Context: an optimization exercise on an open-source flow, tuned for small area. The choices shown serve that exercise and are no tape-out recipe. RTL that was checked went through simulation tests only; none was proved equivalent to the original. For runs 2 and 3, only the layout was checked, not whether the RTL still works.

$ cat flow/design.v
module window_gen #(
    parameter int DATA_W = 8,
    parameter int IMG_W  = 32
)(
    input  logic                 clk,
    input  logic                 rst_n,        
    input  logic                 pixel_vld,    
    input  logic [DATA_W-1:0]    pixel_in,     
    output logic [DATA_W-1:0]    w00, w01, w02,   
    output logic [DATA_W-1:0]    w10, w11, w12,   
    output logic [DATA_W-1:0]    w20, w21, w22    
);
    logic [DATA_W-1:0] linebuf1 [0:IMG_W-1];  
    logic [DATA_W-1:0] linebuf2 [0:IMG_W-1];  
    logic [$clog2(IMG_W)-1:0] col;
    logic [DATA_W-1:0] shift2 [0:2];  
    logic [DATA_W-1:0] shift1 [0:2];  
    logic [DATA_W-1:0] shift0 [0:2];  
    always_ff @(posedge clk or negedge rst_n) begin
        if (!rst_n) begin
            col <= '0;
            for (int i = 0; i < 3; i++) begin
                shift2[i] <= '0;
                shift1[i] <= '0;
                shift0[i] <= '0;
            end
        end else if (pixel_vld) begin
            shift2[2] <= shift2[1];
            shift2[1] <= shift2[0];
            shift2[0] <= pixel_in;
            shift1[2] <= shift1[1];
            shift1[1] <= shift1[0];
            shift1[0] <= linebuf1[col];
            shift0[2] <= shift0[1];
            shift0[1] <= shift0[0];
            shift0[0] <= linebuf2[col];
            linebuf2[col] <= linebuf1[col];
            linebuf1[col] <= pixel_in;
            /*verilator lint_off WIDTHEXPAND*/
            col <= (col == IMG_W-1) ? '0 : col + 1;
            /*verilator lint_on WIDTHEXPAND*/
        end
    end
    assign { w00, w01, w02 } = { shift0[2], shift0[1], shift0[0] };
    assign { w10, w11, w12 } = { shift1[2], shift1[1], shift1[0] };
    assign { w20, w21, w22 } = { shift2[2], shift2[1], shift2[0] };
endmodule
module gaussian_blur (
  input  logic        clk,
  input  logic        rst_n,
  input  logic [7:0]  pixel_in,
  input  logic        pixel_vld,
  output logic [7:0]  pixel_out,
  output logic        pixel_vld_out
);
  localparam int IMG_W = 32;
  localparam int IMG_H = 24;
  logic [7:0] w00, w01, w02;
  logic [7:0] w10, w11, w12;
  logic [7:0] w20, w21, w22;
  /*verilator lint_off WIDTHEXPAND*/
  window_gen #(
    .DATA_W(8),
    .IMG_W (IMG_W)
  ) win0 (
    .clk       (clk),
    .rst_n     (rst_n),
    .pixel_in  (pixel_in),
    .pixel_vld (pixel_vld),
    .w00       (w00), .w01(w01), .w02(w02),
    .w10       (w10), .w11(w11), .w12(w12),
    .w20       (w20), .w21(w21), .w22(w22)
  );
  /*verilator lint_on WIDTHEXPAND*/
  logic [15:0] mac_sum;
  always_comb begin
    mac_sum = {{8{1'b0}}, w00}       + ({{8{1'b0}}, w01} << 1) + {{8{1'b0}}, w02}
            + ({{8{1'b0}}, w10} << 1) + ({{8{1'b0}}, w11} << 2) + ({{8{1'b0}}, w12} << 1)
            + {{8{1'b0}}, w20}       + ({{8{1'b0}}, w21} << 1) + {{8{1'b0}}, w22};
  end
  logic [1:0] vld_pipe;
  always_ff @(posedge clk or negedge rst_n) begin
    if (!rst_n)
      vld_pipe <= 2'b0;
    else
      vld_pipe <= {vld_pipe[0], pixel_vld};
  end
  logic [1:0] row0_pipe;
  always_ff @(posedge clk or negedge rst_n) begin
    if (!rst_n)
      row0_pipe <= 2'b0;
    else
      row0_pipe <= {row0_pipe[0], (row_cnt == 0)};
  end
  logic [$clog2(IMG_W)-1:0] col_cnt;
  logic [$clog2(IMG_H)-1:0] row_cnt;
  always_ff @(posedge clk or negedge rst_n) begin
    if (!rst_n) begin
      col_cnt <= '0;
      row_cnt <= '0;
    end else if (pixel_vld) begin
      /*verilator lint_off WIDTHEXPAND*/
      if (col_cnt == IMG_W-1) begin
        col_cnt <= '0;
        row_cnt <= (row_cnt == IMG_H-1) ? '0 : row_cnt + 1;
      end else begin
        col_cnt <= col_cnt + 1;
      end
      /*verilator lint_on WIDTHEXPAND*/
    end
  end
  always_ff @(posedge clk or negedge rst_n) begin
    if (!rst_n) begin
      pixel_out     <= '0;
      pixel_vld_out <= 1'b0;
    end else begin
      /*verilator lint_off WIDTHTRUNC*/
      if (row0_pipe[1]) begin
        pixel_out <= mac_sum[9:2];    
      end else begin
        pixel_out <= mac_sum[11:4];   
      end
      /*verilator lint_on WIDTHTRUNC*/
      pixel_vld_out <= vld_pipe[1];
    end
  end
endmodule
$ cat flow/run.sh
#!/bin/bash
# synth_recipe.tcl (not shown) runs the flow's synth.tcl, then flattens the netlist and writes it again
# the make line also repeats each setting of config.mk as NAME=value (left out here)
make -C /OpenROAD-flow-scripts/flow DESIGN_CONFIG=/design/flow/config.mk WORK_HOME=/design/flow/orfs CLKGATE_MAP_FILE= SYNTH_SCRIPT=/design/flow/synth_recipe.tcl finish
$ cat flow/config.mk
export PLATFORM = sky130hd
export DESIGN_NAME = gaussian_blur
export DESIGN_NICKNAME = gaussian_blur
export VERILOG_FILES = /design/flow/design.v
export SDC_FILE = /design/flow/constraint.sdc
export NUM_CORES = 4
export LEC_CHECK = 0
export CAP_MARGIN = 20
export CORE_MARGIN = 2
export CORE_UTILIZATION = 40
export SLEW_MARGIN = 20
$ cat flow/constraint.sdc
create_clock -name core_clock -period 5.0 [get_ports {clk}]
set_input_delay 1.0000 -clock core_clock [delete_from_list [all_inputs] [get_ports {clk}]]
set_output_delay 1.0000 -clock core_clock [all_outputs]
set_load 0.01 [all_outputs]
==> flow_metrics.py, run 1 <==
metrics = {
    "status": {
        "outcome": "no timing/DRC/antenna violations",
    },
    "final_layout": {
        "diodes": 0,
        "n_fill_cell": 5428,
        "utilization": 0.4690,
        "area_growth_pct": 15.54,
        "fin_cells": 2660,
        "nNetsFinal": 1855,
        "drive_above_1_share": 0.1803,
    },
    "placement": {
        "placed_cells": 2545,
        "portBuffers": 19,
        "hpwlAfterDp_um": 50380,
        "gp_congestion": 0.9125,
    },
    "synth": {
        "syn_nets": 1760,
        "synthArstFlopShare": 0.1634,
        "syn_area_um2": 25650,
        "synthMuxAreaShare": 0.05756,
        "syn-mean-instance-area_um2": 15.34,
        "ys_seq_elements": 612,
        "synth_top_area_frac": 0.5994,
        "synth_fa_ha_area_frac": 0.05278,
        "yosysTopAreaCell": "edfxtp_1",
        "yosysMostFrequentCell": "edfxtp_1",
        "synth_warnings": 7,
        "synth-simple-area-share": 0.06273,
        "synth_edf_count": 512,
        "synthCells": 1672,
        "synth_xor_area_frac": 0.001707,
        "synth_compound_gate_area_share": 0.09400,
        "synth_area_leaders": "edfxtp_1, dfrtp_1, fa_1",
        "synth_top_family_by_area": "compound AO/OA/AOI/OAI gates",
        "yosysUniqueCellTypes": 78,
        "synth_seq_area_share": 0.6969,
        "synthTopCellsByCount": "edfxtp_1, inv_1, nand2_1",
        "synthFlopType": "edfxtp_1",
    },
    "sta": {
        "max_slew_margin": 0.2290,
        "setup-tns-final_ps": 0,
        "finalCritPeriodShare": 0.8901,
        "slew_viol_final": 0,
        "tightest_slew_ps": 1151,
        "fmax_mhz": 224.7,
        "setup_violations": 0,
        "fin_crit_ps": 4450,
        "rsz0062_at_grt": "no",
        "fin_skew_ps": 26.59,
        "hold_viol": 0,
    },
    "die": {
        "die_area_um2": 66170,
        "core_area_um2": 63200,
        "io-pin-count": 20,
        "rows": 92,
        "die_w_um": 257.2,
        "dieHeight_um": 257.2,
        "start_util": 0.4059,
    },
    "global_route": {
        "grt_use_total": 0.2415,
        "antenna_found_initial": 3,
        "grt_pass1_wl_um": 114600,
        "grt_start_max_net_pins": 66,
        "gr-total-overflow": 0,
        "grt_pass1_vias": 15820,
    },
    "clocking": {
        "clock_latency_ps": 610,
        "clk_pin_slew_ps": 60,
        "clockBufferDepth": 3,
        "ctsResizeCount": 0,
        "cts.root.buffer_cell": "clkbuf_16",
        "cts_buffers": 66,
        "cts_tree": "done",
        "post-cts-setup-buffers": 0,
        "hold_buffers": 0,
        "numClockSinks": 612,
        "htreeDepth": 3,
    },
    "critical_path": {
        "crit_type": "register to register",
        "required_ps": 5480,
        "cpMostUsedCell": "fa_1",
        "crit_chain": "inv_1, fa_1, inv_1, fa_1, fa_1, inv_1, fa_1, inv_1, ha_1, fa_1, a21o_1, a21oi_1, nor4b_1, a211o_1, mux2_2",
        "critPathMaxStageDelay_ps": 540,
        "end_kind": "register",
        "critPathArrivalTime_ps": 4930,
        "critPathSlowestCell": "fa_1",
        "cp-start-kind": "register",
        "cp_max_fo": 3,
    },
    "detailed_routing": {
        "drcViolationCount": 0,
        "firstDrtPassIters": 6,
        "viasPerCell": 6.066,
        "wl_per_cell_um": 29.95,
        "drtIter0Drc": 2440,
        "ant_nets": 0,
        "vias": 16136,
        "wirelength_um": 79680,
    },
    "job": {
        "cap_violations": 0,
    },
    "hold_path": {
        "hold_class": "input port to async pin",
    },
}
[critical path, delay by kind of cell, from the launching register on]
| family | cells | cell delay (ps) |
|---|---|---|
| AOI/OAI and AO/OA | 3 | 710 |
| muxes | 1 | 270 |
| and+or+nand+nor | 1 | 90 |
| buffers and inverters | 4 | 210 |
| adders and majority gates | 6 | 2710 |
| DFF | 1 | 350 |
[cell families after synthesis]
| kind of cell | after synthesis |
|---|---|
| AOI/OAI and AO/OA | 333 |
| and+or+nand+nor | 315 |
| xor gates and xnor gates | 5 |
| muxes | 134 |
| buffers and inverters | 196 |
| adders and majority gates | 77 |
| DFF | 612 |
[placed cells by master (no fill, tap or decap), types with 6 or more instances in the layout]
master	synthesis	routed
a21oi_1	26	23
a221oi_1	11	11
a222oi_1	6	6
a22o_1	18	18
a22oi_1	73	73
a31oi_1	12	7
a32o_1	11	11
a32oi_1	23	23
and2_1	8	8
and3_1	11	11
buf_4	9	97
bufinv_16	0	9
clkbuf_1	34	9
clkbuf_16	0	69
clkdlybuf4s50_1	0	17
clkinv_1	0	9
clkinv_2	0	7
dfrtp_1	100	97
edfxtp_1	512	512
fa_1	52	52
ha_1	25	24
inv_1	104	104
mux2_2	63	63
mux2i_1	65	65
nand2_1	102	102
nand2b_1	8	8
nand3_1	38	38
nand4_1	6	6
nor2_1	54	46
nor2_2	2	6
nor2b_1	11	9
nor3_1	29	9
nor3_2	0	20
nor4_1	9	8
o21ai_0	62	62
o22ai_1	34	34
[sequential cells by signal (all words and copies together), names as in the netlist]
register / count
col_cnt: 5
row_cnt: 5
win0.col: 5
pixel_out: 8
win0.linebuf2: 256
row0_pipe: 2
win0.shift0: 24
vld_pipe: 2
pixel_vld_out: 1
win0.shift2: 24
win0.linebuf1: 256
win0.shift1: 24
[area by class of cell]
class,instances,area (um^2),share of cell area
sequential,612,17890,0.6036
clock inverter,35,440.4,0.01486
clock buffer,80,1782,0.06012
inverter,106,397.9,0.01343
tap,846,1059,0.03572
timing repair buffer,117,958.4,0.03234
multi-input combinational,864,7112,0.2400
[layer usage]
metal  part of all wire  global-route usage  routed length [um]  up-vias
met1               0.39              0.3280               30800     8165
met4              0.050              0.1084                4013        0
met3               0.11             0.05693                9054      207
met5                  0                   0                   0        -
met2               0.45              0.3704               35810     1146
li1                   -                   -                   -     6618
[final timing paths]
path                                endpoint  slack [ps]  cells past startpoint         startpoint
max                             pixel_out[5]         550                     15  win0.shift0[1][2]
min                        win0.shift2[2][5]         300                      1              rst_n
max reg2reg                     pixel_out[5]         550                     15  win0.shift0[1][2]
min reg2reg                      vld_pipe[1]         350                      0        vld_pipe[0]
max in group asynchronous  win0.shift1[1][2]        3700                      2              rst_n
min in group core_clock          vld_pipe[1]         350                      0        vld_pipe[0]
[per-stage QoR]
step | setup WS, ps | hold slack (ps) | cell area, um^2
detailed placement | 550.0 | 337.0 | 27410
global route | 373.9 | 280.8 | 29640
floorplan | 795.0 | 331.2 | 25650
CTS | 512.6 | 276.1 | 29640
global placement | 619.0 | 332.1 | 27410
finish | 549.6 | 298.4 | 29640
==> run 2, diff against run 1 <==
==> flow/design.v (replaced) <==
module window_gen #(
    parameter int DATA_W = 8,
    parameter int IMG_W  = 32
)(
    input  logic              clk,
    input  logic              pixel_vld,
    input  logic [DATA_W-1:0] pixel_in,
    output logic [DATA_W-1:0] tap0,
    output logic [DATA_W-1:0] tap32,
    output logic [DATA_W-1:0] tap64
);
    logic [DATA_W-1:0] sr [0:2*IMG_W];
    always_ff @(posedge clk) begin
        if (pixel_vld) begin
            sr[0] <= pixel_in;
            for (int i = 1; i <= 2*IMG_W; i++)
                sr[i] <= sr[i-1];
        end
    end
    assign tap0  = sr[0];
    assign tap32 = sr[IMG_W];
    assign tap64 = sr[2*IMG_W];
endmodule
module gaussian_blur (
  input  logic        clk,
  input  logic        rst_n,
  input  logic [7:0]  pixel_in,
  input  logic        pixel_vld,
  output logic [7:0]  pixel_out,
  output logic        pixel_vld_out
);
  localparam int IMG_W = 32;
  localparam int IMG_H = 24;
  logic [7:0] tap0, tap32, tap64;
  logic [9:0] v0;           
  logic [9:0] v1, v2;       
  window_gen #(.DATA_W(8), .IMG_W(IMG_W)) win0 (
    .clk      (clk),
    .pixel_vld(pixel_vld),
    .pixel_in (pixel_in),
    .tap0     (tap0),
    .tap32    (tap32),
    .tap64    (tap64)
  );
  logic [8:0] cs_s;         
  logic [9:0] cs_c;         
  assign cs_s[0] = tap64[0] ^ tap0[0];
  assign cs_c[0] = 1'b0;
  assign cs_c[1] = tap64[0] & tap0[0];
  for (genvar i = 1; i < 8; i++) begin : g_csa0
    assign cs_s[i]   = tap64[i] ^ tap0[i] ^ tap32[i-1];
    assign cs_c[i+1] = (tap64[i] & tap0[i]) | (tap64[i] & tap32[i-1]) | (tap0[i] & tap32[i-1]);
  end
  assign cs_s[8] = tap32[7];
  assign cs_c[9] = 1'b0;
  logic [10:0] rc0;
  assign rc0[0] = 1'b0;
  for (genvar i = 0; i < 10; i++) begin : g_cpa0
    logic a, b;
    assign a = (i < 9) ? cs_s[i] : 1'b0;
    assign b = cs_c[i];
    assign v0[i]    = a ^ b ^ rc0[i];
    assign rc0[i+1] = (a & b) | (a & rc0[i]) | (b & rc0[i]);
  end
  always_ff @(posedge clk) begin
    if (pixel_vld) begin
      v1 <= v0;
      v2 <= v1;
    end
  end
  logic [11:0] sum;
  logic [10:0] ss_s;
  logic [11:0] ss_c;
  assign ss_s[0] = v2[0] ^ v0[0];
  assign ss_c[0] = 1'b0;
  assign ss_c[1] = v2[0] & v0[0];
  for (genvar i = 1; i < 10; i++) begin : g_csa1
    assign ss_s[i]   = v2[i] ^ v0[i] ^ v1[i-1];
    assign ss_c[i+1] = (v2[i] & v0[i]) | (v2[i] & v1[i-1]) | (v0[i] & v1[i-1]);
  end
  assign ss_s[10] = v1[9];
  assign ss_c[11] = 1'b0;
  logic [12:0] rc1;
  assign rc1[0] = 1'b0;
  for (genvar i = 0; i < 12; i++) begin : g_cpa1
    logic a, b;
    assign a = (i < 11) ? ss_s[i] : 1'b0;
    assign b = ss_c[i];
    assign sum[i]   = a ^ b ^ rc1[i];
    assign rc1[i+1] = (a & b) | (a & rc1[i]) | (b & rc1[i]);
  end
  logic [1:0] vld_pipe;
  always_ff @(posedge clk or negedge rst_n) begin
    if (!rst_n) begin
      vld_pipe      <= 2'b0;
      pixel_vld_out <= 1'b0;
    end else begin
      vld_pipe      <= {vld_pipe[0], pixel_vld};
      pixel_vld_out <= vld_pipe[1];
    end
  end
  logic [$clog2(IMG_W)-1:0] col_cnt;
  logic [$clog2(IMG_H)-1:0] row_cnt;
  always_ff @(posedge clk or negedge rst_n) begin
    if (!rst_n) begin
      col_cnt <= '0;
      row_cnt <= '0;
    end else if (vld_pipe[1]) begin
      col_cnt <= col_cnt + 1'b1;
      if (&col_cnt)
        row_cnt <= (row_cnt == IMG_H-1) ? '0 : row_cnt + 1'b1;
    end
  end
  always_ff @(posedge clk) begin
    if (row_cnt == 0)
      pixel_out <= sum[9:2];
    else
      pixel_out <= sum[11:4];
  end
endmodule
--- a/flow/config.mk
+++ b/flow/config.mk
@@ -8,4 +8,5 @@
 export CAP_MARGIN = 20
 export CORE_MARGIN = 2
 export CORE_UTILIZATION = 40
+export CTS_BUF_LIST = sky130_fd_sc_hd__clkbuf_8
 export SLEW_MARGIN = 20
==> run 2 against run 1 <==
  * Now fails the layout checks on negative setup slack
  * Final area down 30%
  * Global-route usage shrank 14 points
  * Sequential cell count down 51
  * First-iteration DRC count fell by 77%
  * Synthesized cell count fell by 58%
  * Sequential share of layout area increased by 21 points
  * Fmax down 21%
  * Critical path type unchanged
  * Highest routed layer unchanged
==> flow_metrics.py, run 2 <==
metrics = {
    "synth": {
        "synth_edf_count": 540,
        "synthTopCellsByCount": "edfxtp_1, inv_1, fa_1",
        "synthArstFlopShare": 0.02317,
        "syn_area_um2": 17920,
        "synthCells": 695,
        "ys_seq_elements": 561,
        "synth_warnings": 3,
        "yosysUniqueCellTypes": 20,
        "synth_seq_area_share": 0.9320,
        "yosysMostFrequentCell": "edfxtp_1",
        "yosysTopAreaCell": "edfxtp_1",
        "synthFlopType": "edfxtp_1",
        "synth_area_leaders": "edfxtp_1, fa_1, dfrtp_1",
        "syn-mean-instance-area_um2": 25.78,
        "synth_top_area_frac": 0.9049,
        "syn_nets": 743,
    },
    "detailed_routing": {
        "wl_met2_um": 8534,
        "viasPerCell": 4.302,
        "wirelength_um": 22340,
        "m1WireLength_um": 12080,
        "firstDrtPassIters": 4,
        "ant_nets": 0,
        "wl_per_cell_um": 15.25,
        "wl_met3_um": 1069,
        "top_layer": "met4",
        "vias": 6303,
        "drcViolationCount": 0,
        "drtIter0Drc": 564,
    },
    "sta": {
        "rsz0062_at_grt": "yes",
        "fin_crit_ps": 5626,
        "setup_violations": 3,
        "finalCritPeriodShare": 1.125,
        "max_slew_margin": 0.3080,
        "hold-worst-slack_ps": 346.3,
        "slew_viol_final": 0,
        "fin_skew_ps": 28.43,
        "setup_slack_ps": -626.2,
        "tightest_slew_ps": 1038,
        "fmax_mhz": 177.7,
        "hold_viol": 0,
    },
    "final_layout": {
        "drive_above_1_share": 0.1787,
        "diodes": 0,
        "fin_area_um2": 20600,
        "final_cell_mix": "edfxtp_1, clkbuf_8, inv_1",
        "nNetsFinal": 863,
        "area_growth_pct": 14.95,
        "final_common_cell": "edfxtp_1",
        "largest-register": "win0.sr",
        "largest_reg_flops": 520,
        "top_regs": "win0.sr (520), v1 (10), v2 (10)",
    },
    "die": {
        "rows": 77,
        "die_w_um": 215.7,
        "dieHeight_um": 215.7,
        "core_area_um2": 44220,
        "die_area_um2": 46510,
        "io-pin-count": 20,
        "start_util": 0.4052,
    },
    "clocking": {
        "cts_buffers": 85,
        "clk_pin_slew_ps": 60,
        "clock_latency_ps": 650,
        "cts_tree": "done",
        "numClockSinks": 561,
        "clockBufferDepth": 3,
        "cts.root.buffer_cell": "clkbuf_8",
        "htreeDepth": 3,
    },
    "critical_path": {
        "crit_type": "register to register",
        "critPathArrivalTime_ps": 6140,
        "end_kind": "register",
        "r2r_end": "pixel_out[7]",
        "cp_max_fo": 2,
        "cp-start-kind": "register",
        "required_ps": 5520,
        "crit_start": "win0.sr[0][1]",
        "reg2reg_depth": 22,
        "rr_startpoint": "win0.sr[0][1]",
        "rrSetupSlack_ps": -630,
    },
    "global_route": {
        "grt_pass1_wl_um": 35280,
        "grt_pass1_vias": 6450,
        "grt_use_total": 0.09837,
        "gr-total-overflow": 0,
        "grt_start_max_net_pins": 133,
        "antenna_found_initial": 1,
    },
    "hold_path": {
        "hold_depth": 0,
        "hold_end": "vld_pipe[1]",
        "hold_class": "register to register",
        "min_from": "vld_pipe[0]",
    },
    "status": {
        "outcome": "failed layout checks",
        "failed_checks": "negative setup slack",
    },
    "placement": {
        "portBuffers": 19,
        "dpl-instance-area_um2": 19020,
        "gp_congestion": 0.6593,
        "hpwlAfterDp_um": 10270,
    },
    "job": {
        "cap_violations": 0,
    },
}
[run 2: logic make-up after synthesis]
kind of cell | count (synthesis) | synth area share
AOI/OAI and AO/OA | 4 | 0.001466
xor gates and xnor gates | 5 | 0.002444
adders and majority gates | 37 | 0.03924
buffers and inverters | 61 | 0.01278
DFF | 561 | 0.9320
muxes | 11 | 0.006773
and+or+nand+nor | 16 | 0.005306
[run 2: per-layer routing]
metal / up-vias / GRT usage
li1: 2904 / -
met1: 3225 / 0.1559
met2: 117 / 0.1146
met3: 57 / 0.03749
met4: 0 / 0.04943
met5: - / 0
[run 2: layout make-up]
class	instances	area, um^2
clock buffers	88	1211
clock inverters	57	339.1
fillers	3638	23620
inverters	61	229.0
multi-input cells	73	1027
flip-flops and latches	561	16700
well taps	592	740.7
repair buffers	33	350.3
[run 2: worst max-delay path by stage]
stage          depth (start not counted)            to  slack (ps)
2_1_floorplan                         20  pixel_out[7]        -520
3_3_place_gp                          20  pixel_out[7]        -660
3_5_place_dp                          20  pixel_out[7]        -740
4_1_cts                               20  pixel_out[7]        -630
5_1_grt                               22  pixel_out[7]        -800
6_report                              22  pixel_out[7]        -630
[run 2: stage by stage]
stage | util | setup WS (ps) | std cells | setup TNS [ps]
floorplan | - | -521.7 | 695 | -1374
global placement | 0.4301 | -656.5 | 1317 | -1886
detailed placement | 0.4301 | -737.3 | 1317 | -2105
CTS | 0.4655 | -628.1 | 1464 | -1727
global route | 0.4658 | -796.1 | 1465 | -2296
finish | 0.4658 | -626.2 | 1465 | -1598
[run 2: what timing repair did]
item,CTS,global route
hold endpoints to repair,0,0
pin swaps,7,1
buffers inserted,2,1
resized for setup,0,11
endpoints found under the setup margin,4,4
hold buffers,0,0
[run 2: critical path: stages (launching register included)]
cell      delay (ps)
edfxtp_1         350
inv_2             40
fa_1             530
inv_1             40
ha_2             170
inv_2             50
fa_2             180
inv_2             40
fa_2             530
inv_2             40
fa_1             490
inv_2             40
fa_2             380
fa_2             340
fa_2             350
fa_2             350
fa_2             340
inv_2             60
fa_2             180
inv_2             40
fa_2             330
fa_1             370
mux2_2           270
==> run 3, diff against run 2 <==
--- a/flow/config.mk
+++ b/flow/config.mk
@@ -8,5 +8,4 @@
 export CAP_MARGIN = 20
 export CORE_MARGIN = 2
 export CORE_UTILIZATION = 40
-export CTS_BUF_LIST = sky130_fd_sc_hd__clkbuf_8
 export SLEW_MARGIN = 20
==> run 3 against run 2 <==
  * The layout still fails its checks (negative setup slack)
  * Non-clock buffer count decreased by 1
  * Count of clock-buffer cells in the layout decreased by 23
  * Global-route usage decreased by 0.65 points
  * First-iteration DRC count decreased by 8.9%
  * Register-to-register slack about the same
  * Critical path depth decreased by 2
  * Sequential cell count unchanged
  * Final cell count decreased by 3.4%
  * Clock skew decreased by 6.8 ps
  * Largest cell class unchanged
==> flow_metrics.py, run 3 <==
metrics = {
    "clocking": {
        "htreeDepth": 2,
        "clockBufferDepth": 3,
        "cts_buffers": 53,
        "numClockSinks": 561,
        "clock_latency_ps": 570,
        "cts.root.buffer_cell": "clkbuf_16",
        "hold_buffers": 0,
        "cts_tree": "done",
        "clk_pin_slew_ps": 60,
    },
    "detailed_routing": {
        "drcViolationCount": 0,
        "ant_nets": 0,
        "viasPerCell": 4.366,
        "drtIter0Drc": 514,
        "wirelength_um": 21320,
        "wl_per_cell_um": 15.07,
        "firstDrtPassIters": 6,
        "vias": 6178,
    },
    "placement": {
        "hpwlAfterDp_um": 10270,
        "dp_slack_ps": -737.3,
        "portBuffers": 19,
        "gp_congestion": 0.6593,
    },
    "sta": {
        "hold_viol": 0,
        "setup_violations": 4,
        "fmax_mhz": 178.2,
        "fin_crit_ps": 5613,
        "rsz0062_at_grt": "yes",
        "max_slew_margin": 0.3297,
        "setup_slack_ps": -612.7,
        "tightest_slew_ps": 1006,
        "slew_viol_final": 0,
        "finalCritPeriodShare": 1.123,
        "fin_skew_ps": 21.62,
        "hold-worst-slack_ps": 346.5,
    },
    "die": {
        "start_util": 0.4052,
        "die_w_um": 215.7,
        "core_area_um2": 44220,
        "dieHeight_um": 215.7,
        "die_area_um2": 46510,
        "rows": 77,
        "io-pin-count": 20,
    },
    "synth": {
        "synthCells": 695,
        "synthTopCellsByCount": "edfxtp_1, inv_1, fa_1",
        "synth_warnings": 3,
        "syn_nets": 743,
        "yosysTopAreaCell": "edfxtp_1",
        "synth_seq_area_share": 0.9320,
        "yosysUniqueCellTypes": 20,
        "ys_seq_elements": 561,
        "synth_edf_count": 540,
        "synth_compound_gate_area_share": 0.001466,
        "synth_fa_ha_area_frac": 0.03924,
        "syn_area_um2": 17920,
        "synthMuxAreaShare": 0.006773,
        "synthFlopType": "edfxtp_1",
        "synth_area_leaders": "edfxtp_1, fa_1, dfrtp_1",
        "synth_top_area_frac": 0.9049,
        "synth-simple-area-share": 0.005307,
        "synth_top_family_by_area": "adder cells",
        "yosysMostFrequentCell": "edfxtp_1",
        "synth_xor_area_frac": 0.002444,
        "synthArstFlopShare": 0.02317,
        "syn-mean-instance-area_um2": 25.78,
    },
    "final_layout": {
        "nNetsFinal": 830,
        "top_regs": "win0.sr (520), v1 (10), v2 (10)",
        "n_fill_cell": 3595,
        "utilization": 0.4695,
        "final_cell_mix": "edfxtp_1, clkbuf_16, inv_1",
        "largest_reg_flops": 520,
        "largest-register": "win0.sr",
        "final_common_cell": "edfxtp_1",
        "diodes": 0,
        "area_growth_pct": 15.86,
        "drive_above_1_share": 0.1495,
    },
    "global_route": {
        "grt_start_max_net_pins": 133,
        "grt_use_total": 0.09186,
        "grt_pass1_wl_um": 33890,
        "antenna_found_initial": 2,
        "grt_pass1_vias": 6098,
        "gr-total-overflow": 0,
    },
    "hold_path": {
        "hold_class": "register to register",
    },
    "status": {
        "failed_checks": "negative setup slack",
        "outcome": "failed layout checks",
    },
    "job": {
        "cap_violations": 0,
    },
    "critical_path": {
        "required_ps": 5450,
        "critPathArrivalTime_ps": 6060,
        "end_kind": "register",
        "cp_max_fo": 2,
        "cp-start-kind": "register",
        "crit_type": "register to register",
    },
}
==> run 3: logic make-up after synthesis <==
group / after synthesis
compound gates: 4
xor+xnor: 5
fa+ha+maj: 37
buf+inv: 61
flops: 561
mux: 11
simple gates: 16
==> run 3: critical path, stage by stage, from the launching register on <==
cell      delay, ps
edfxtp_1        400
inv_2            70
fa_1            420
inv_1            70
ha_2            170
inv_2            30
fa_1            470
fa_1            510
inv_2            40
fa_2            330
fa_2            350
fa_2            340
fa_2            350
fa_2            350
fa_2            340
inv_2            60
fa_2            180
inv_2            40
fa_2            330
fa_1            370
mux2_2          260
==> run 3: repair_timing <==
item / CTS / global route
hold endpoints to repair: 0 / 0
setup endpoints to repair: 4 / 4
setup buffers: 2 / 0
resized for setup: 1 / 4
pin swaps: 7 / 2
==> run 3: stage by stage <==
stage | std cells | setup TNS [ps] | area, um^2
6_report | 1415 | -1656 | 20760
5_1_grt | 1415 | -2508 | 20760
4_1_cts | 1415 | -1758 | 20760
3_5_place_dp | 1317 | -2105 | 19020
3_3_place_gp | 1317 | -1886 | 19020
2_1_floorplan | 695 | -1374 | 17950
==> run 3: area by class of cell <==
type	count	area, um^2	share of cell area
repair buffers	32	342.8	0.01651
clock inverters	31	316.6	0.01525
inverters	61	229.0	0.01103
well taps	592	740.7	0.03568
multi-input cells	73	1020	0.04911
clock buffers	65	1413	0.06804
flip-flops and latches	561	16700	0.8044
==> run 3: per-layer routing <==
metal	vias to the layer above	wire [um]	global-route usage	share of wire
met3	44	1023	0.02565	0.048
met5	-	0	0	0
met4	0	481	0.03448	0.023
li1	2837	-	-	-
met2	101	8062	0.1113	0.38
met1	3196	11760	0.1532	0.55
==> run 3: final timing paths <==
check	slack [ps]	end	startpoint	cells past startpoint
worst max register to register	-610	pixel_out[7]	win0.sr[32][0]	20
worst min-delay path	350	vld_pipe[1]	vld_pipe[0]	0
worst max-delay path	-610	pixel_out[7]	win0.sr[32][0]	20
max in group asynchronous	3780	row_cnt[3]	rst_n	1
min in group asynchronous	830	col_cnt[3]	rst_n	1
worst min register to register	350	vld_pipe[1]	vld_pipe[0]	0
==> run 4, diff against run 3 <==
--- a/flow/design.v
+++ b/flow/design.v
@@ -42,26 +42,7 @@
     .tap32    (tap32),
     .tap64    (tap64)
   );
-  logic [8:0] cs_s;         
-  logic [9:0] cs_c;         
-  assign cs_s[0] = tap64[0] ^ tap0[0];
-  assign cs_c[0] = 1'b0;
-  assign cs_c[1] = tap64[0] & tap0[0];
-  for (genvar i = 1; i < 8; i++) begin : g_csa0
-    assign cs_s[i]   = tap64[i] ^ tap0[i] ^ tap32[i-1];
-    assign cs_c[i+1] = (tap64[i] & tap0[i]) | (tap64[i] & tap32[i-1]) | (tap0[i] & tap32[i-1]);
-  end
-  assign cs_s[8] = tap32[7];
-  assign cs_c[9] = 1'b0;
-  logic [10:0] rc0;
-  assign rc0[0] = 1'b0;
-  for (genvar i = 0; i < 10; i++) begin : g_cpa0
-    logic a, b;
-    assign a = (i < 9) ? cs_s[i] : 1'b0;
-    assign b = cs_c[i];
-    assign v0[i]    = a ^ b ^ rc0[i];
-    assign rc0[i+1] = (a & b) | (a & rc0[i]) | (b & rc0[i]);
-  end
+  assign v0 = {2'b00, tap64} + {1'b0, tap32, 1'b0} + {2'b00, tap0};
   always_ff @(posedge clk) begin
     if (pixel_vld) begin
       v1 <= v0;
@@ -69,26 +50,7 @@
     end
   end
   logic [11:0] sum;
-  logic [10:0] ss_s;
-  logic [11:0] ss_c;
-  assign ss_s[0] = v2[0] ^ v0[0];
-  assign ss_c[0] = 1'b0;
-  assign ss_c[1] = v2[0] & v0[0];
-  for (genvar i = 1; i < 10; i++) begin : g_csa1
-    assign ss_s[i]   = v2[i] ^ v0[i] ^ v1[i-1];
-    assign ss_c[i+1] = (v2[i] & v0[i]) | (v2[i] & v1[i-1]) | (v0[i] & v1[i-1]);
-  end
-  assign ss_s[10] = v1[9];
-  assign ss_c[11] = 1'b0;
-  logic [12:0] rc1;
-  assign rc1[0] = 1'b0;
-  for (genvar i = 0; i < 12; i++) begin : g_cpa1
-    logic a, b;
-    assign a = (i < 11) ? ss_s[i] : 1'b0;
-    assign b = ss_c[i];
-    assign sum[i]   = a ^ b ^ rc1[i];
-    assign rc1[i+1] = (a & b) | (a & rc1[i]) | (b & rc1[i]);
-  end
+  assign sum = {2'b00, v2} + {1'b0, v1, 1'b0} + {2'b00, v0};
   logic [1:0] vld_pipe;
   always_ff @(posedge clk or negedge rst_n) begin
     if (!rst_n) begin
--- a/flow/config.mk
+++ b/flow/config.mk
@@ -8,4 +8,7 @@
 export CAP_MARGIN = 20
 export CORE_MARGIN = 2
 export CORE_UTILIZATION = 40
+export CTS_BUF_LIST = sky130_fd_sc_hd__clkbuf_8
+export CTS_CLUSTER_DIAMETER = 60
+export CTS_CLUSTER_SIZE = 20
 export SLEW_MARGIN = 20
==> run 4 against run 3 <==
  * The run now finishes clean
  * Wire length rose by 6.1%
  * Final area fell by 3.0%
  * Non-clock buffer count fell by 4
==> flow_metrics.py, run 4 <==
metrics = {
    "final_layout": {
        "fin_area_um2": 20140,
        "nNetsFinal": 896,
        "top_regs": "win0.sr (520), v1 (10), v2 (10)",
        "largest_reg_flops": 520,
        "area_growth_pct": 9.319,
        "final_cell_mix": "edfxtp_1, inv_1, clkbuf_8",
        "largest-register": "win0.sr",
        "final_common_cell": "edfxtp_1",
        "drive_above_1_share": 0.08343,
    },
    "global_route": {
        "antenna_found_initial": 0,
        "grt_pass1_wl_um": 35070,
        "gr-total-overflow": 0,
        "grt_use_total": 0.09369,
        "grt_start_max_net_pins": 109,
        "grt_pass1_vias": 6421,
    },
    "synth": {
        "synth_edf_count": 540,
        "synthTopCellsByCount": "edfxtp_1, inv_1, ha_1",
        "synth_area_leaders": "edfxtp_1, fa_1, dfrtp_1",
        "synthArstFlopShare": 0.02317,
        "yosysMostFrequentCell": "edfxtp_1",
        "synth_seq_area_share": 0.9067,
        "ys_seq_elements": 561,
        "synthCells": 783,
        "syn_area_um2": 18420,
        "syn-mean-instance-area_um2": 23.53,
        "syn_nets": 833,
        "synthFlopType": "edfxtp_1",
        "synth_warnings": 3,
        "yosysTopAreaCell": "edfxtp_1",
        "synth_top_area_frac": 0.8803,
        "yosysUniqueCellTypes": 47,
    },
    "critical_path": {
        "critPathArrivalTime_ps": 4950,
        "r2r_end": "pixel_out[6]",
        "required_ps": 5450,
        "crit_buf_inv": 4,
        "cpMostUsedCell": "inv_1",
        "critPathMaxStageDelay_ps": 530,
        "crit_start": "win0.sr[0][1]",
        "worst-path-stages": 19,
        "crit_chain": "inv_1, fa_1, inv_1, ha_1, inv_1, fa_1, nor2b_1, o21ai_1, a21boi_0, o31ai_1, o21ai_0, fa_1, inv_1, ha_1, a21oi_1, nand2_1, o21ai_0, mux2i_1, a211oi_2",
        "path_delay_family": "adder cells",
        "reg2reg_depth": 19,
        "cp_max_fo": 8,
        "critPathSlowestCell": "fa_1",
        "cp-start-kind": "register",
        "crit_type": "register to register",
        "endpoint": "pixel_out[6]",
        "rr_startpoint": "win0.sr[0][1]",
        "rrSetupSlack_ps": 500,
        "end_kind": "register",
    },
    "placement": {
        "hpwlAfterDp_um": 11700,
        "dpl-instance-area_um2": 19430,
        "portBuffers": 19,
        "gp_congestion": 0.7246,
    },
    "die": {
        "die_w_um": 218.6,
        "core_area_um2": 45380,
        "rows": 78,
        "start_util": 0.4059,
        "dieHeight_um": 218.6,
        "die_area_um2": 47780,
        "io-pin-count": 20,
    },
    "sta": {
        "max_slew_margin": 0.4492,
        "hold-worst-slack_ps": 366.6,
        "rsz0062_at_grt": "no",
        "setup-tns-final_ps": 0,
        "fin_skew_ps": 34.24,
        "setup_violations": 0,
        "fmax_mhz": 222.2,
        "hold_viol": 0,
        "slew_viol_final": 0,
        "tightest_slew_ps": 826.2,
        "fin_crit_ps": 4500,
        "finalCritPeriodShare": 0.9001,
    },
    "clocking": {
        "hold_buffers": 0,
        "htreeDepth": 2,
        "clock_latency_ps": 590,
        "cts_buffers": 38,
        "post-cts-setup-buffers": 0,
        "clk_pin_slew_ps": 110,
        "clockBufferDepth": 3,
        "ctsResizeCount": 0,
        "cts.root.buffer_cell": "clkbuf_8",
        "numClockSinks": 561,
        "cts_tree": "done",
    },
    "detailed_routing": {
        "vias": 6706,
        "firstDrtPassIters": 4,
        "drtIter0Drc": 703,
        "ant_nets": 0,
        "wirelength_um": 22630,
        "viasPerCell": 4.581,
        "drcViolationCount": 0,
        "wl_per_cell_um": 15.45,
    },
    "hold_path": {
        "hold_class": "register to register",
        "min_from": "vld_pipe[0]",
    },
    "job": {
        "cap_violations": 0,
    },
    "status": {
        "outcome": "no timing/DRC/antenna violations",
    },
}
run 4: cell count changes after synthesis, moves of 10 or more:
cell,delta
xnor2_1,+10
a21oi_1,+10
fa_1,-14
ha_1,+16
nand2_1,+11
o21ai_0,+14
run 4: worst min path at each step:
stage                   to  cells after the start
2_1_floorplan  vld_pipe[1]                      0
3_3_place_gp   vld_pipe[1]                      0
3_5_place_dp   vld_pipe[1]                      0
4_1_cts        vld_pipe[1]                      0
5_1_grt        vld_pipe[1]                      0
6_report       vld_pipe[1]                      0
run 4: worst register-to-register path, cell delays in order (launching register included):
cell and delay (ps):
edfxtp_1 370, inv_1 60, fa_1 530, inv_1 50, ha_1 210, inv_1 70, fa_1 190, nor2b_1 50
o21ai_1 140, a21boi_0 190, o31ai_1 440, o21ai_0 210, fa_1 510, inv_1 40, ha_1 390, a21oi_1 290
nand2_1 90, o21ai_0 210, mux2i_1 250, a211oi_2 60
run 4: cell type report:
class | count | area (um^2)
diodes | 1 | 2.502
clock buffers | 38 | 523.0
clock inverters | 19 | 185.2
fillers | 3805 | 25240
inverters | 52 | 195.2
multi-input cells | 165 | 1479
flip-flops and latches | 561 | 16700
well taps | 600 | 750.7
repair buffers | 28 | 300.3
run 4: layer usage:
metal  vias up  share of wire  global-route usage
met2        79           0.39              0.1190
met3        41          0.041             0.02450
met1      3474           0.55              0.1544
met4         0          0.019             0.02857
met5         -              0                   0
li1       3112              -                   -
run 4: cell families (layout without fill, tap and decap cells):
family	count (synthesis)	in the layout	synth area share
xor gates and xnor gates	16	16	0.007608
other	0	1	0
adders and majority gates	39	39	0.03383
buffers and inverters	57	137	0.01304
AOI/OAI and AO/OA	53	53	0.02017
muxes	5	5	0.002785
DFF	561	561	0.9067
and+or+nand+nor	52	52	0.01589
run 4: per-stage QoR:
step	util	instances	worst slack, ps
after floorplan	-	783	919.6
after global placement	0.4281	1406	637.8
after detailed placement	0.4281	1406	513.0
after CTS	0.4437	1463	444.2
after global routing	0.4437	1463	17.65
final	0.4437	1464	499.6
==> run 5, diff against run 4 <==
--- a/flow/config.mk
+++ b/flow/config.mk
@@ -7,7 +7,7 @@
 export LEC_CHECK = 0
 export CAP_MARGIN = 20
 export CORE_MARGIN = 2
-export CORE_UTILIZATION = 40
+export CORE_UTILIZATION = 70
 export CTS_BUF_LIST = sky130_fd_sc_hd__clkbuf_8
 export CTS_CLUSTER_DIAMETER = 60
 export CTS_CLUSTER_SIZE = 20
==> run 5 against run 4 <==
  * Die area shrank 42%
  * Final cell count shrank 19%
  * Highest routed layer unchanged
==> flow_metrics.py, run 5 <==
metrics = {
    "status": {
        "outcome": "no timing/DRC/antenna violations",
    },
    "synth": {
        "synthCells": 783,
        "syn_area_um2": 18420,
        "yosysMostFrequentCell": "edfxtp_1",
        "yosysTopAreaCell": "edfxtp_1",
        "synth_warnings": 3,
        "synth_seq_area_share": 0.9067,
        "ys_seq_elements": 561,
        "synth_edf_count": 540,
        "synthArstFlopShare": 0.02317,
        "synth_top_area_frac": 0.8803,
        "synthTopCellsByCount": "edfxtp_1, inv_1, ha_1",
        "yosysUniqueCellTypes": 47,
        "syn-mean-instance-area_um2": 23.53,
        "syn_nets": 833,
        "synth_area_leaders": "edfxtp_1, fa_1, dfrtp_1",
        "synthFlopType": "edfxtp_1",
    },
    "detailed_routing": {
        "drtIter0Drc": 766,
        "vias": 6668,
        "firstDrtPassIters": 5,
        "viasPerCell": 5.608,
        "wl_per_cell_um": 18.33,
        "wirelength_um": 21790,
        "ant_nets": 0,
        "drcViolationCount": 0,
    },
    "final_layout": {
        "largest_reg_flops": 520,
        "drive_above_1_share": 0.07494,
        "largest-register": "win0.sr",
        "nNetsFinal": 890,
        "final_common_cell": "edfxtp_1",
        "area_growth_pct": 6.976,
        "fin_area_um2": 19710,
        "n_fill_cell": 1342,
        "top_regs": "win0.sr (520), v1 (10), v2 (10)",
        "diodes": 0,
        "utilization": 0.7605,
        "final_cell_mix": "edfxtp_1, inv_1, clkbuf_8",
    },
    "placement": {
        "gp_congestion": 0.7838,
        "dpl-instance-area_um2": 19060,
        "hpwlAfterDp_um": 11230,
        "portBuffers": 19,
    },
    "critical_path": {
        "reg2reg_depth": 19,
        "required_ps": 5440,
        "cp_max_fo": 8,
        "rrSetupSlack_ps": 340,
        "critPathArrivalTime_ps": 5100,
        "end_kind": "register",
        "crit_type": "register to register",
        "cp-start-kind": "register",
    },
    "global_route": {
        "antenna_found_initial": 0,
        "grt_use_total": 0.1591,
        "gr-total-overflow": 0,
        "grt_pass1_wl_um": 34470,
        "grt_pass1_vias": 6487,
        "grt_start_max_net_pins": 130,
    },
    "clocking": {
        "numClockSinks": 561,
        "hold_buffers": 0,
        "ctsResizeCount": 0,
        "cts_buffers": 36,
        "clk_pin_slew_ps": 110,
        "clockBufferDepth": 3,
        "post-cts-setup-buffers": 0,
        "cts.root.buffer_cell": "clkbuf_8",
        "clock_latency_ps": 560,
        "htreeDepth": 2,
        "cts_tree": "done",
    },
    "sta": {
        "hold-worst-slack_ps": 371.5,
        "slew_viol_final": 0,
        "fmax_mhz": 214.7,
        "max_slew_margin": 0.4667,
        "hold_viol": 0,
        "finalCritPeriodShare": 0.9315,
        "fin_crit_ps": 4658,
        "setup_violations": 0,
        "tightest_slew_ps": 799.9,
        "rsz0062_at_grt": "no",
        "fin_skew_ps": 19.61,
        "setup-tns-final_ps": 0,
    },
    "die": {
        "start_util": 0.7109,
        "io-pin-count": 20,
        "core_area_um2": 25910,
        "die_w_um": 166.2,
        "rows": 59,
        "die_area_um2": 27630,
        "dieHeight_um": 166.2,
    },
    "hold_path": {
        "hold_class": "register to register",
        "hold_depth": 0,
    },
    "job": {
        "cap_violations": 0,
    },
}
-- run 5: cell counts after synthesis --
Identical to the previous run, type by type.
-- run 5: kinds of logic after synthesis --
family | after synthesis | synth area share
fa+ha+maj | 39 | 0.03383
flops | 561 | 0.9067
compound gates | 53 | 0.02017
buf+inv | 57 | 0.01304
xor+xnor | 16 | 0.007608
mux | 5 | 0.002785
simple gates | 52 | 0.01589
-- run 5: area by class of cell --
class                           instances  area (um^2)  area share
Sequential cell                       561        16700      0.8475
Multi-Input combinational cell        165         1479     0.07505
Clock buffer                           37        509.2     0.02584
Tap cell                              335        419.2     0.02127
Timing Repair Buffer                   24        270.3     0.01372
Inverter                               52        195.2    0.009905
Clock inverter                         15        131.4    0.006667
-- run 5: critical path, cell delays in order, from the launching register on --
cell and delay (ps):
edfxtp_1 360, inv_1 60, fa_1 540, inv_1 50, ha_1 210, inv_1 70, fa_1 200, nor2b_1 60
o21ai_1 150, a21boi_0 190, o31ai_1 460, o21ai_0 230, fa_1 520, inv_1 40, ha_1 400, a21oi_1 280
nand2_1 90, o21ai_0 240, mux2i_1 320, a211oi_2 80
-- run 5: metrics by stage --
| stage | setup slack (ps) | instances |
|---|---|---|
| 3_5_place_dp | 408.2 | 1137 |
| 4_1_cts | 390.9 | 1189 |
| 3_3_place_gp | 669.4 | 1137 |
| 6_report | 342.3 | 1189 |
| 2_1_floorplan | 919.6 | 783 |
| 5_1_grt | 34.82 | 1189 |
-- run 5: final timing paths --
| kind | startpoint | end |
|---|---|---|
| max | win0.sr[0][1] | pixel_out[6] |
| min | vld_pipe[0] | vld_pipe[1] |
| max reg2reg | win0.sr[0][1] | pixel_out[6] |
| min reg2reg | vld_pipe[0] | vld_pipe[1] |
| max in group asynchronous | rst_n | row_cnt[1] |
| min in group asynchronous | rst_n | vld_pipe[0] |
-- run 5: metal layers --
metal	vias to the layer above	GRT usage	wire length (um)
li1	3097	-	-
met1	3398	0.2657	11050
met2	131	0.2192	9347
met3	42	0.02884	873
met4	0	0.05585	519
met5	-	0	0
==> run 6, diff against run 5 <==
--- a/flow/config.mk
+++ b/flow/config.mk
@@ -7,8 +7,5 @@
 export LEC_CHECK = 0
 export CAP_MARGIN = 20
 export CORE_MARGIN = 2
-export CORE_UTILIZATION = 70
-export CTS_BUF_LIST = sky130_fd_sc_hd__clkbuf_8
-export CTS_CLUSTER_DIAMETER = 60
-export CTS_CLUSTER_SIZE = 20
+export CORE_UTILIZATION = 40
 export SLEW_MARGIN = 20
==> run 6 against run 5 <==
  * Setup slack gained 170 ps
  * Register-to-register slack gained 170 ps
  * Largest cell class unchanged
  * Wire length grew 5.9%
  * Count of clock-buffer cells in the layout grew 29
==> flow_metrics.py, run 6 <==
metrics = {
    "critical_path": {
        "critPathSlowestCell": "fa_1",
        "rrSetupSlack_ps": 520,
        "cp-start-kind": "register",
        "crit_buf_inv": 4,
        "required_ps": 5440,
        "cp_max_fo": 8,
        "cpMostUsedCell": "inv_1",
        "path_delay_family": "adder cells",
        "crit_chain": "inv_1, fa_1, inv_1, ha_1, inv_1, fa_1, nor2b_1, o21ai_1, a21boi_0, o31ai_1, o21ai_0, fa_1, inv_1, ha_1, a21oi_1, nand2_1, o21ai_0, mux2i_1, a211oi_2",
        "crit_type": "register to register",
        "critPathArrivalTime_ps": 4920,
        "critPathMaxStageDelay_ps": 530,
        "end_kind": "register",
    },
    "synth": {
        "syn-mean-instance-area_um2": 23.53,
        "yosysUniqueCellTypes": 47,
        "yosysTopAreaCell": "edfxtp_1",
        "syn_nets": 833,
        "synth_top_area_frac": 0.8803,
        "ys_seq_elements": 561,
        "yosysMostFrequentCell": "edfxtp_1",
        "synthTopCellsByCount": "edfxtp_1, inv_1, ha_1",
        "synthCells": 783,
        "synth_warnings": 3,
        "synth_area_leaders": "edfxtp_1, fa_1, dfrtp_1",
        "synthArstFlopShare": 0.02317,
        "synthFlopType": "edfxtp_1",
        "synth_edf_count": 540,
        "syn_area_um2": 18420,
        "synth_seq_area_share": 0.9067,
    },
    "clocking": {
        "hold_buffers": 0,
        "cts.root.buffer_cell": "clkbuf_16",
        "cts_tree": "done",
        "clock_latency_ps": 590,
        "numClockSinks": 561,
        "clockBufferDepth": 3,
        "cts_buffers": 53,
        "clk_pin_slew_ps": 60,
        "htreeDepth": 2,
        "ctsResizeCount": 0,
        "post-cts-setup-buffers": 0,
    },
    "placement": {
        "placed_cells": 1406,
        "hpwlAfterDp_um": 11700,
        "dp_slack_ps": 513.0,
        "portBuffers": 19,
        "gp_congestion": 0.7246,
        "dpl-instance-area_um2": 19430,
    },
    "sta": {
        "setup_violations": 0,
        "rsz0062_at_grt": "no",
        "fin_crit_ps": 4485,
        "setup_slack_ps": 515.1,
        "tightest_slew_ps": 806.6,
        "hold_viol": 0,
        "fmax_mhz": 223.0,
        "hold-worst-slack_ps": 355.4,
        "max_slew_margin": 0.4623,
        "fin_skew_ps": 34.02,
        "slew_viol_final": 0,
        "setup-tns-final_ps": 0,
        "finalCritPeriodShare": 0.8970,
    },
    "detailed_routing": {
        "wl_per_cell_um": 15.37,
        "viasPerCell": 4.552,
        "ant_nets": 0,
        "firstDrtPassIters": 4,
        "drtIter0Drc": 580,
        "wirelength_um": 23080,
        "vias": 6833,
        "drcViolationCount": 0,
    },
    "global_route": {
        "antenna_found_initial": 1,
        "grt_use_total": 0.09770,
        "grt_pass1_vias": 6626,
        "grt_start_max_net_pins": 109,
        "grt_pass1_wl_um": 36150,
        "gr-total-overflow": 0,
    },
    "hold_path": {
        "hold_class": "register to register",
    },
    "final_layout": {
        "utilization": 0.4642,
        "largest_reg_flops": 520,
        "fin_cells": 1501,
        "top_regs": "win0.sr (520), v1 (10), v2 (10)",
        "final_cell_mix": "edfxtp_1, clkbuf_16, inv_1",
        "final_common_cell": "edfxtp_1",
        "fin_area_um2": 21070,
        "largest-register": "win0.sr",
        "area_growth_pct": 14.37,
        "nNetsFinal": 911,
        "drive_above_1_share": 0.1011,
    },
    "die": {
        "dieHeight_um": 218.6,
        "core_area_um2": 45380,
        "die_w_um": 218.6,
        "die_area_um2": 47780,
        "rows": 78,
        "io-pin-count": 20,
        "start_util": 0.4059,
    },
    "job": {
        "cap_violations": 0,
    },
    "status": {
        "outcome": "no timing/DRC/antenna violations",
    },
}
-- run 6: cell count changes in the layout (fill, tap and decap cells not counted), moves of 2 or more --
cell and delta:
inv_1 -4, buf_4 +4, bufinv_16 +3, clkbuf_16 +53
clkinv_1 +10, clkbuf_1 +13, clkbuf_8 -37, clkinv_2 +7
inv_6 -2
-- run 6: area by class of cell --
class / count / area [um^2]
sequential: 561 / 16700
multi-input combinational: 165 / 1479
tap: 600 / 750.7
fill: 3718 / 24310
antenna: 1 / 2.502
clock buffer: 66 / 1375
timing repair buffer: 28 / 300.3
inverter: 52 / 195.2
clock inverter: 28 / 264.0
-- run 6: final timing paths --
kind                                from           end  depth (start not counted)
setup reg to reg           win0.sr[0][1]  pixel_out[6]                         19
min in group asynchronous          rst_n    col_cnt[4]                          1
max in group asynchronous          rst_n    row_cnt[1]                          1
setup / recovery           win0.sr[0][1]  pixel_out[6]                         19
hold / removal               vld_pipe[0]   vld_pipe[1]                          0
hold reg to reg              vld_pipe[0]   vld_pipe[1]                          0
-- run 6: routing by layer --
layer  GRT usage  part of all wire  vias up
met3     0.02477             0.046       56
li1            -                 -     3175
met4     0.05034             0.033        0
met1      0.1570              0.54     3492
met2      0.1195              0.38      110
met5           0                 0        -
-- run 6: cell families after synthesis --
family	Yosys count	share of synthesized area
buffers and inverters	57	0.01304
and+or+nand+nor	52	0.01589
AOI/OAI and AO/OA	53	0.02017
muxes	5	0.002785
xor gates and xnor gates	16	0.007608
DFF	561	0.9067
adders and majority gates	39	0.03383
-- run 6: worst register-to-register path, stage by stage (launching register included) --
cell and delay [ps]:
edfxtp_1 350, inv_1 60, fa_1 530, inv_1 50
ha_1 210, inv_1 70, fa_1 190, nor2b_1 50
o21ai_1 140, a21boi_0 180, o31ai_1 440, o21ai_0 210
fa_1 510, inv_1 40, ha_1 390, a21oi_1 300
nand2_1 90, o21ai_0 210, mux2i_1 250, a211oi_2 60
==> run 7, diff against run 6 <==
--- a/flow/design.v
+++ b/flow/design.v
@@ -5,21 +5,19 @@
     input  logic              clk,
     input  logic              pixel_vld,
     input  logic [DATA_W-1:0] pixel_in,
-    output logic [DATA_W-1:0] tap0,
     output logic [DATA_W-1:0] tap32,
     output logic [DATA_W-1:0] tap64
 );
-    logic [DATA_W-1:0] sr [0:2*IMG_W];
+    logic [DATA_W-1:0] sr [0:2*IMG_W-1];
     always_ff @(posedge clk) begin
         if (pixel_vld) begin
             sr[0] <= pixel_in;
-            for (int i = 1; i <= 2*IMG_W; i++)
+            for (int i = 1; i < 2*IMG_W; i++)
                 sr[i] <= sr[i-1];
         end
     end
-    assign tap0  = sr[0];
-    assign tap32 = sr[IMG_W];
-    assign tap64 = sr[2*IMG_W];
+    assign tap32 = sr[IMG_W-1];
+    assign tap64 = sr[2*IMG_W-1];
 endmodule
 module gaussian_blur (
   input  logic        clk,
@@ -31,26 +29,58 @@
 );
   localparam int IMG_W = 32;
   localparam int IMG_H = 24;
-  logic [7:0] tap0, tap32, tap64;
-  logic [9:0] v0;           
-  logic [9:0] v1, v2;       
+  logic [7:0] tap32, tap64;
   window_gen #(.DATA_W(8), .IMG_W(IMG_W)) win0 (
     .clk      (clk),
     .pixel_vld(pixel_vld),
     .pixel_in (pixel_in),
-    .tap0     (tap0),
     .tap32    (tap32),
     .tap64    (tap64)
   );
-  assign v0 = {2'b00, tap64} + {1'b0, tap32, 1'b0} + {2'b00, tap0};
+  logic [8:0]  cs_s;
+  logic [9:0]  cs_c;
+  logic [10:0] rc0;
+  logic [9:0]  vin;
+  assign cs_s[0] = tap64[0] ^ pixel_in[0];
+  assign cs_c[0] = 1'b0;
+  assign cs_c[1] = tap64[0] & pixel_in[0];
+  for (genvar i = 1; i < 8; i++) begin : g_csa0
+    assign {cs_c[i+1], cs_s[i]} = tap64[i] + pixel_in[i] + tap32[i-1];
+  end
+  assign cs_s[8] = tap32[7];
+  assign cs_c[9] = 1'b0;
+  assign rc0[0] = 1'b0;
+  for (genvar i = 0; i < 10; i++) begin : g_cpa0
+    logic a;
+    assign a = (i < 9) ? cs_s[i] : 1'b0;
+    assign {rc0[i+1], vin[i]} = a + cs_c[i] + rc0[i];
+  end
+  logic [9:0] v0, v1, v2;
   always_ff @(posedge clk) begin
     if (pixel_vld) begin
+      v0 <= vin;
       v1 <= v0;
       v2 <= v1;
     end
   end
   logic [11:0] sum;
-  assign sum = {2'b00, v2} + {1'b0, v1, 1'b0} + {2'b00, v0};
+  logic [10:0] ss_s;
+  logic [11:0] ss_c;
+  logic [12:0] rc1;
+  assign ss_s[0] = v2[0] ^ v0[0];
+  assign ss_c[0] = 1'b0;
+  assign ss_c[1] = v2[0] & v0[0];
+  for (genvar i = 1; i < 10; i++) begin : g_csa1
+    assign {ss_c[i+1], ss_s[i]} = v2[i] + v0[i] + v1[i-1];
+  end
+  assign ss_s[10] = v1[9];
+  assign ss_c[11] = 1'b0;
+  assign rc1[0] = 1'b0;
+  for (genvar i = 0; i < 12; i++) begin : g_cpa1
+    logic a;
+    assign a = (i < 11) ? ss_s[i] : 1'b0;
+    assign {rc1[i+1], sum[i]} = a + ss_c[i] + rc1[i];
+  end
   logic [1:0] vld_pipe;
   always_ff @(posedge clk or negedge rst_n) begin
     if (!rst_n) begin
@@ -70,7 +100,7 @@
     end else if (vld_pipe[1]) begin
       col_cnt <= col_cnt + 1'b1;
       if (&col_cnt)
-        row_cnt <= (row_cnt == IMG_H-1) ? '0 : row_cnt + 1'b1;
+        row_cnt <= (row_cnt == 5'(IMG_H-1)) ? '0 : row_cnt + 1'b1;
     end
   end
   always_ff @(posedge clk) begin
--- a/flow/config.mk
+++ b/flow/config.mk
@@ -8,4 +8,7 @@
 export CAP_MARGIN = 20
 export CORE_MARGIN = 2
 export CORE_UTILIZATION = 40
+export CTS_BUF_LIST = sky130_fd_sc_hd__clkbuf_8
+export CTS_CLUSTER_DIAMETER = 60
+export CTS_CLUSTER_SIZE = 20
 export SLEW_MARGIN = 20
==> run 7 against run 6 <==
  * Count of clock-buffer cells in the layout shrank 29
  * Final area fell by 7.4%
  * Highest routed layer unchanged
==> flow_metrics.py, run 7 <==
metrics = {
    "synth": {
        "synth_top_area_frac": 0.9144,
        "synthFlopType": "edfxtp_1",
        "synth_seq_area_share": 0.9417,
        "synthArstFlopShare": 0.02309,
        "synthTopCellsByCount": "edfxtp_1, fa_1, dfrtp_1",
        "yosysUniqueCellTypes": 20,
        "syn-mean-instance-area_um2": 27.55,
        "ys_seq_elements": 563,
        "synth_warnings": 3,
        "synth_area_leaders": "edfxtp_1, fa_1, dfrtp_1",
        "synthCells": 646,
        "syn_area_um2": 17800,
        "syn_nets": 694,
        "yosysMostFrequentCell": "edfxtp_1",
        "synth_edf_count": 542,
        "yosysTopAreaCell": "edfxtp_1",
    },
    "placement": {
        "hpwlAfterDp_um": 9792,
        "portBuffers": 19,
        "gp_congestion": 0.6632,
        "dp_slack_ps": -527.6,
    },
    "detailed_routing": {
        "firstDrtPassIters": 4,
        "wl_per_cell_um": 15.67,
        "viasPerCell": 4.451,
        "wirelength_um": 20620,
        "drcViolationCount": 0,
        "drtIter0Drc": 717,
        "vias": 5858,
        "ant_nets": 0,
    },
    "die": {
        "io-pin-count": 20,
        "rows": 77,
        "die_w_um": 214.9,
        "core_area_um2": 44030,
        "die_area_um2": 46200,
        "start_util": 0.4043,
        "dieHeight_um": 214.9,
    },
    "final_layout": {
        "final_common_cell": "edfxtp_1",
        "n_fill_cell": 3670,
        "largest-register": "win0.sr",
        "diodes": 0,
        "final_cell_mix": "edfxtp_1, clkbuf_8, fa_1",
        "drive_above_1_share": 0.1077,
        "largest_reg_flops": 512,
        "nNetsFinal": 757,
        "area_growth_pct": 9.574,
    },
    "critical_path": {
        "cpMostUsedCell": "fa_1",
        "crit_chain": "clkdlybuf4s50_1, fa_1, ha_1, inv_1, fa_1, inv_1, fa_1, fa_2, fa_1, fa_1, fa_1, fa_1",
        "required_ps": 5320,
        "crit_start": "pixel_in[1]",
        "cp-start-kind": "input port",
        "crit_buf_inv": 3,
        "end_kind": "register",
        "path_delay_family": "adder cells",
        "crit_type": "input port to register",
        "critPathMaxStageDelay_ps": 490,
        "critPathArrivalTime_ps": 5160,
        "cp_max_fo": 2,
        "rr_startpoint": "v0[1]",
        "critPathSlowestCell": "fa_1",
    },
    "clocking": {
        "htreeDepth": 2,
        "cts_tree": "done",
        "cts_buffers": 36,
        "numClockSinks": 563,
        "cts.root.buffer_cell": "clkbuf_8",
        "hold_buffers": 0,
        "clk_pin_slew_ps": 120,
        "clockBufferDepth": 3,
        "clock_latency_ps": 590,
    },
    "hold_path": {
        "hold_class": "register to register",
        "min_from": "vld_pipe[0]",
    },
    "sta": {
        "fin_skew_ps": 22.86,
        "fmax_mhz": 206.6,
        "fin_crit_ps": 4840,
        "setup-tns-final_ps": 0,
        "max_slew_margin": 0.5073,
        "hold_viol": 0,
        "rsz0062_at_grt": "no",
        "setup_slack_ps": 160.1,
        "setup_violations": 0,
        "slew_viol_final": 0,
        "finalCritPeriodShare": 0.9680,
        "tightest_slew_ps": 739.0,
    },
    "global_route": {
        "antenna_found_initial": 3,
        "grt_use_total": 0.08909,
        "grt_pass1_wl_um": 32590,
        "grt_start_max_net_pins": 121,
        "grt_pass1_vias": 5743,
        "gr-total-overflow": 0,
    },
    "status": {
        "outcome": "no timing/DRC/antenna violations",
    },
    "job": {
        "cap_violations": 0,
    },
}
run 7: cell types whose count changed in the layout (fill, tap and decap cells not counted), moves of 11 or more:
cell,before,now
nor2_1,11,0
inv_1,52,12
nand2_1,14,2
ha_1,21,5
a21oi_1,12,0
o21ai_0,15,4
clkbuf_1,13,0
clkbuf_16,53,0
clkbuf_8,0,37
run 7: per-stage QoR:
stage          instance area, um^2  cells    util  hold slack (ps)
3_3_place_gp                 18840   1261  0.4279            332.9
5_1_grt                      19500   1316  0.4430            385.5
3_5_place_dp                 18840   1261  0.4279            340.4
6_report                     19500   1316  0.4430            368.8
2_1_floorplan                17820    646       -            331.2
4_1_cts                      19490   1315  0.4428            373.3
run 7: worst paths after layout:
check	end	slack [ps]	depth (start not counted)
worst max-delay path	v0[8]	160	12
worst min-delay path	vld_pipe[1]	370	0
worst max register to register	pixel_out[6]	190	12
worst min register to register	vld_pipe[1]	370	0
max in group asynchronous	row_cnt[3]	3830	1
min in group asynchronous	pixel_vld_out	780	1
run 7: cell type report:
| cell class | count | area (um^2) | share of cell area |
|---|---|---|---|
| Clock buffer | 37 | 509.2 | 0.02611 |
| Clock inverter | 16 | 133.9 | 0.006864 |
| Inverter | 8 | 30.03 | 0.001540 |
| Multi-Input combinational cell | 74 | 1031 | 0.05286 |
| Sequential cell | 563 | 16760 | 0.8594 |
| Tap cell | 592 | 740.7 | 0.03798 |
| Timing Repair Buffer | 26 | 297.8 | 0.01527 |
run 7: routing by layer:
metal	up-vias	routed length, um	track usage
li1	2663	-	-
met1	3069	11330	0.1524
met2	89	7677	0.1064
met3	37	1173	0.02350
met4	0	441	0.02986
met5	-	0	0
run 7: timing repair:
| item | 4_1_cts | 5_1_grt |
|---|---|---|
| resized for setup | 1 | 1 |
| endpoints found under the setup margin | 2 | 3 |
| setup buffers | 1 | 1 |
| cloned | 0 | 0 |
| pin swaps | 4 | 3 |
run 7: cell families after synthesis:
| group | Yosys count | share of synthesized area |
|---|---|---|
| adders and majority gates | 37 | 0.03950 |
| buffers and inverters | 9 | 0.001968 |
| muxes | 11 | 0.006959 |
| xor gates and xnor gates | 5 | 0.002461 |
| DFF | 563 | 0.9417 |
| and+or+nand+nor | 14 | 0.005132 |
| AOI/OAI and AO/OA | 7 | 0.002320 |

## static timing again, ports no longer ideal
No port has a modelled driver above. Below, the same layouts with a new extraction and two added sets of constraints. Step 1 sets driving cells, clkbuf_16 on the clock port and buf_2 on the other inputs (assumed; they add their load-dependent delay and slew). Step 2 adds t to the input delays and takes it off the output delays; t is the mean of the earliest and latest rising clock arrival at the registers after step 1. Input paths then give back, and output paths get back, about the clock's delay inside the block. Slacks: ideal / step 1 / step 2; pairs: ideal / step 1.
run | shift t [ns] | slack for setup (ns) | latest minus earliest clock arrival (ns) | pins driven straight from the clock port
run 1 | 0.657 | 0.550 / 0.550 / 0.550 | 0.027 / 0.027 | 1
run 2 | 0.679 | -0.626 / -0.626 / -0.626 | 0.032 / 0.032 | 1
run 3 | 0.611 | -0.613 / -0.613 / -0.613 | 0.022 / 0.023 | 1
run 4 | 0.620 | 0.500 / 0.500 / 0.500 | 0.040 / 0.040 | 1
run 5 | 0.596 | 0.342 / 0.342 / 0.342 | 0.022 / 0.022 | 1
run 6 | 0.629 | 0.515 / 0.515 / 0.515 | 0.038 / 0.037 | 1
run 7 | 0.622 | 0.160 / 0.177 / -0.445 | 0.038 / 0.038 | 1
Met with ideal ports but missed after step 2: setup timing in run 7. For run 7, which loses most, drivers alone change the setup slack by +0.017 ns; drivers and shift together by -0.605 ns.
